Background: an optimization exercise with open tools, aiming at small area and a short achievable clock period. Do not read the settings as production practice. In this exercise RTL edits were held to simulation tests only and were not proved equivalent to the original. No activity file was given, so power comes from the tool's default toggle rates.

## bigkey_top
module bigkey_top (
  input  wire         clk,
  input  wire [255:0] key,
  input  wire [3:0]   count,
  input  wire         start,
  input  wire         encrypt,
  output wire [191:0] ksi,
  output wire [3:0]   new_count,
  output wire         data_ready
);
clock: 4.5 ns
lec_check: 0
cap_margin: 20
core_margin: 2
core_utilization: 55
cts_buf_list: sky130_fd_sc_hd__clkbuf_16
cts_cluster_diameter: 80
cts_cluster_size: 16
setup_slack_margin: 1.6
slew_margin: 20
standard.sh (not shown) runs the stock make flow with config.mk's settings and CLKGATE_MAP_FILE= SYNTH_SCRIPT=/design/flow/synth_recipe.tcl, a recipe that flattens the netlist after the stock synthesis.
==> flow/flow/run.sh <==
#!/bin/bash
# The standard layout, except that
#  - modules bk_pair and bk_ctl are read as the gate-level versions in
#    flow/*_cells.v (same functions; the registers and their names are untouched),
#  - the port buffers are small fast buffers (buf_1) instead of the default.
set -euo pipefail
python3 flow/subst.py design.v design_cells.v flow/bk_pair_cells.v flow/bk_ctl_cells.v > subst.log 2>&1
bash standard.sh VERILOG_FILES="$PWD/design_cells.v" \
  BUFFER_PORTS_ARGS="-buffer_cell sky130_fd_sc_hd__buf_1" finish > standard.log 2>&1
==> flow/flow/bk_ctl_cells.v <==
// Gate-level bk_ctl for the layout: the same function as the RTL's bk_ctl.
// u[i] = (count[i] == encrypt): bit i carries the increment (encrypt) or
// decrement (not encrypt) on to bit i+1. sp is class 0's "special" mode flag.
// Each distributed signal is made inverted and then driven by its own inverters.
module bk_ctl (input start, input encrypt, input c0, input c1, input c2, input c3,
               output nc0, output nc1, output nc2, output nc3, output dr,
               output [2:0] tn0a, output [2:0] tn1a, output [2:0] tn0b, output [2:0] tn1b,
               output [3:0] ld1, output [3:0] ld0);
  wire u0, u1, u2, u3, x1, x2, x3, p2n, p3n, a4n, sp, spn;
  sky130_fd_sc_hd__xnor2_1 gu0 (.A(c0), .B(encrypt), .Y(u0));
  sky130_fd_sc_hd__xnor2_1 gu1 (.A(c1), .B(encrypt), .Y(u1));
  sky130_fd_sc_hd__xnor2_1 gu2 (.A(c2), .B(encrypt), .Y(u2));
  sky130_fd_sc_hd__xnor2_1 gu3 (.A(c3), .B(encrypt), .Y(u3));
  sky130_fd_sc_hd__mux2i_2 gn0 (.A0(c0), .A1(encrypt), .S(start), .Y(nc0));
  sky130_fd_sc_hd__xnor2_1 gx1 (.A(c1), .B(u0), .Y(x1));
  sky130_fd_sc_hd__mux2i_2 gn1 (.A0(x1), .A1(encrypt), .S(start), .Y(nc1));
  sky130_fd_sc_hd__nand2_1 gp2 (.A(u0), .B(u1), .Y(p2n));
  sky130_fd_sc_hd__xor2_1  gx2 (.A(c2), .B(p2n), .X(x2));
  sky130_fd_sc_hd__mux2i_2 gn2 (.A0(x2), .A1(encrypt), .S(start), .Y(nc2));
  sky130_fd_sc_hd__nand3_1 gp3 (.A(u0), .B(u1), .C(u2), .Y(p3n));
  sky130_fd_sc_hd__xor2_1  gx3 (.A(c3), .B(p3n), .X(x3));
  sky130_fd_sc_hd__mux2i_2 gn3 (.A0(x3), .A1(encrypt), .S(start), .Y(nc3));
  sky130_fd_sc_hd__nand4_1 ga4 (.A(u0), .B(u1), .C(u2), .D(u3), .Y(a4n));
  sky130_fd_sc_hd__nor2_2  gdr (.A(start), .B(a4n), .Y(dr));
  // sp = encrypt ? (count is 0, 7 or 14) : (count is 0, 1, 8 or 15), from count directly
  wire t1n, a4cn, spd, x30, h7, z01, z23, z4n, spe;
  sky130_fd_sc_hd__a211o_1 gd1s (.A1(c3), .A2(c0), .B1(c2), .C1(c1), .X(t1n));
  sky130_fd_sc_hd__nand4_1 ga4c (.A(c0), .B(c1), .C(c2), .D(c3), .Y(a4cn));
  sky130_fd_sc_hd__nand2_1 gd2s (.A(t1n), .B(a4cn), .Y(spd));
  sky130_fd_sc_hd__xor2_1  ge1s (.A(c3), .B(c0), .X(x30));
  sky130_fd_sc_hd__nand3_1 ge2s (.A(c2), .B(c1), .C(x30), .Y(h7));
  sky130_fd_sc_hd__nor2_1  gz01 (.A(c0), .B(c1), .Y(z01));
  sky130_fd_sc_hd__nor2_1  gz23 (.A(c2), .B(c3), .Y(z23));
  sky130_fd_sc_hd__nand2_1 gz4 (.A(z01), .B(z23), .Y(z4n));
  sky130_fd_sc_hd__nand2_1 ge3s (.A(z4n), .B(h7), .Y(spe));
  sky130_fd_sc_hd__mux2i_1 gspn (.A0(spd), .A1(spe), .S(encrypt), .Y(spn));
  sky130_fd_sc_hd__inv_1   gsp (.A(spn), .Y(sp));
  wire [2:0] tn0n, tn1n;
  wire ld1n, ld0n;
  sky130_fd_sc_hd__nor3_2   ga0 (.A(start), .B(encrypt), .C(spn), .Y(tn0n[0]));
  sky130_fd_sc_hd__nor2_2   ga1 (.A(start), .B(sp), .Y(tn0n[1]));
  sky130_fd_sc_hd__a21oi_2  ga2 (.A1(encrypt), .A2(spn), .B1(start), .Y(tn0n[2]));
  sky130_fd_sc_hd__nor3_2   gb0 (.A(start), .B(encrypt), .C(sp), .Y(tn1n[0]));
  sky130_fd_sc_hd__nor2_2   gb1 (.A(start), .B(spn), .Y(tn1n[1]));
  sky130_fd_sc_hd__a21oi_2  gb2 (.A1(encrypt), .A2(sp), .B1(start), .Y(tn1n[2]));
  sky130_fd_sc_hd__nand2_4  gl1 (.A(start), .B(encrypt), .Y(ld1n));
  sky130_fd_sc_hd__nand2b_4 gl0 (.A_N(encrypt), .B(start), .Y(ld0n));
  sky130_fd_sc_hd__inv_8    gi0a0 (.A(tn0n[0]), .Y(tn0a[0]));
  sky130_fd_sc_hd__inv_8    gi0b0 (.A(tn0n[0]), .Y(tn0b[0]));
  sky130_fd_sc_hd__inv_8    gi1a0 (.A(tn1n[0]), .Y(tn1a[0]));
  sky130_fd_sc_hd__inv_8    gi1b0 (.A(tn1n[0]), .Y(tn1b[0]));
  sky130_fd_sc_hd__inv_8    gi0a1 (.A(tn0n[1]), .Y(tn0a[1]));
  sky130_fd_sc_hd__inv_8    gi0b1 (.A(tn0n[1]), .Y(tn0b[1]));
  sky130_fd_sc_hd__inv_8    gi1a1 (.A(tn1n[1]), .Y(tn1a[1]));
  sky130_fd_sc_hd__inv_8    gi1b1 (.A(tn1n[1]), .Y(tn1b[1]));
  sky130_fd_sc_hd__inv_8    gi0a2 (.A(tn0n[2]), .Y(tn0a[2]));
  sky130_fd_sc_hd__inv_8    gi0b2 (.A(tn0n[2]), .Y(tn0b[2]));
  sky130_fd_sc_hd__inv_8    gi1a2 (.A(tn1n[2]), .Y(tn1a[2]));
  sky130_fd_sc_hd__inv_8    gi1b2 (.A(tn1n[2]), .Y(tn1b[2]));
  sky130_fd_sc_hd__inv_8    gil10 (.A(ld1n), .Y(ld1[0]));
  sky130_fd_sc_hd__inv_8    gil00 (.A(ld0n), .Y(ld0[0]));
  sky130_fd_sc_hd__inv_8    gil11 (.A(ld1n), .Y(ld1[1]));
  sky130_fd_sc_hd__inv_8    gil01 (.A(ld0n), .Y(ld0[1]));
  sky130_fd_sc_hd__inv_8    gil12 (.A(ld1n), .Y(ld1[2]));
  sky130_fd_sc_hd__inv_8    gil02 (.A(ld0n), .Y(ld0[2]));
  sky130_fd_sc_hd__inv_8    gil13 (.A(ld1n), .Y(ld1[3]));
  sky130_fd_sc_hd__inv_8    gil03 (.A(ld0n), .Y(ld0[3]));
endmodule
Other scripts of this flow, unchanged in this note and not shown: flow/flow/bk_pair_cells.v, flow/flow/subst.py
Edit:
SETUP_SLACK_MARGIN = 2.0   (was 1.6)
After rerunning:
- The new run completed without violations
- wire length climbs by a few percent
- cell count came out higher slightly
- global-route usage shrinks by 0.12 points
- synthesized cell count does not change
- die area does not change
Edit:
--- a/flow/flow/bk_ctl_cells.v
+++ b/flow/flow/bk_ctl_cells.v
@@ -13,13 +13,13 @@
   sky130_fd_sc_hd__xnor2_1 gu3 (.A(c3), .B(encrypt), .Y(u3));
-  sky130_fd_sc_hd__mux2i_2 gn0 (.A0(c0), .A1(encrypt), .S(start), .Y(nc0));
+  sky130_fd_sc_hd__mux2i_1 gn0 (.A0(c0), .A1(encrypt), .S(start), .Y(nc0));
   sky130_fd_sc_hd__xnor2_1 gx1 (.A(c1), .B(u0), .Y(x1));
-  sky130_fd_sc_hd__mux2i_2 gn1 (.A0(x1), .A1(encrypt), .S(start), .Y(nc1));
+  sky130_fd_sc_hd__mux2i_1 gn1 (.A0(x1), .A1(encrypt), .S(start), .Y(nc1));
   sky130_fd_sc_hd__nand2_1 gp2 (.A(u0), .B(u1), .Y(p2n));
   sky130_fd_sc_hd__xor2_1  gx2 (.A(c2), .B(p2n), .X(x2));
-  sky130_fd_sc_hd__mux2i_2 gn2 (.A0(x2), .A1(encrypt), .S(start), .Y(nc2));
+  sky130_fd_sc_hd__mux2i_1 gn2 (.A0(x2), .A1(encrypt), .S(start), .Y(nc2));
   sky130_fd_sc_hd__nand3_1 gp3 (.A(u0), .B(u1), .C(u2), .Y(p3n));
   sky130_fd_sc_hd__xor2_1  gx3 (.A(c3), .B(p3n), .X(x3));
-  sky130_fd_sc_hd__mux2i_2 gn3 (.A0(x3), .A1(encrypt), .S(start), .Y(nc3));
+  sky130_fd_sc_hd__mux2i_1 gn3 (.A0(x3), .A1(encrypt), .S(start), .Y(nc3));
   sky130_fd_sc_hd__nand4_1 ga4 (.A(u0), .B(u1), .C(u2), .D(u3), .Y(a4n));
-  sky130_fd_sc_hd__nor2_2  gdr (.A(start), .B(a4n), .Y(dr));
+  sky130_fd_sc_hd__nor2_1  gdr (.A(start), .B(a4n), .Y(dr));
   // sp = encrypt ? (count is 0, 7 or 14) : (count is 0, 1, 8 or 15), from count directly
SETUP_SLACK_MARGIN = 1.9   (was 2.0)
Wire length came out lower by 2.6%.
Design area decreases by about 1%.
Synthesized area stays flat.
Synthesized cell count stays the same.
Final cell count came out lower by 0.59%.
Maximum frequency decreases by 2.9%.
Sequential power stays flat.
Critical path depth does not change.
Via count stays flat.
Power barely changes.
Edit:
CTS_BUF_LIST = not set   (was sky130_fd_sc_hd__clkbuf_16)
CTS_CLUSTER_DIAMETER = not set   (was 80)
CTS_CLUSTER_SIZE = not set   (was 16)
Outcome: The new run completed with no timing, DRC or antenna violations; clock power rose by well over a third; setup slack improved by 0.026 ns; area after synthesis does not change; register-to-register slack is about the same; total power rises by a few percent; cell count rises slightly.

## port drivers added, routing unchanged
No port has a modelled driver above. Below, the same layouts with a new extraction and two added sets of constraints. Step 1 sets driving cells, clkbuf_16 on the clock port and buf_2 on the other inputs (assumed; they add their load-dependent delay and slew). Step 2 moves the port delays by t, midway between the first and last clock arrival at a register: inputs arrive t later, outputs are due t later. That takes back most of the time a late clock gives input paths. a / b / c = ideal / step 1 / step 2; a / b = the first two.
| run | shift t [ns] | slack for setup (ns) | worst setup path after step 2 | worst slew at a driven data input, ns |
|---|---|---|---|---|
| the first run | 0.535 | 1.638 / 1.604 / 1.230 | input to register | 0.10 |
| the second run | 0.540 | 1.831 / 1.776 / 1.319 | input to register | 0.11 |
| the third run | 0.538 | 1.752 / 1.689 / 1.376 | input to register | 0.10 |
| the fourth run | 0.573 | 1.777 / 1.714 / 1.334 | input to register | 0.10 |
After both steps every run listed still meets setup and hold. The setup slack of the second run, which loses most, moves by -0.055 ns with the drivers and by -0.512 ns with both steps.
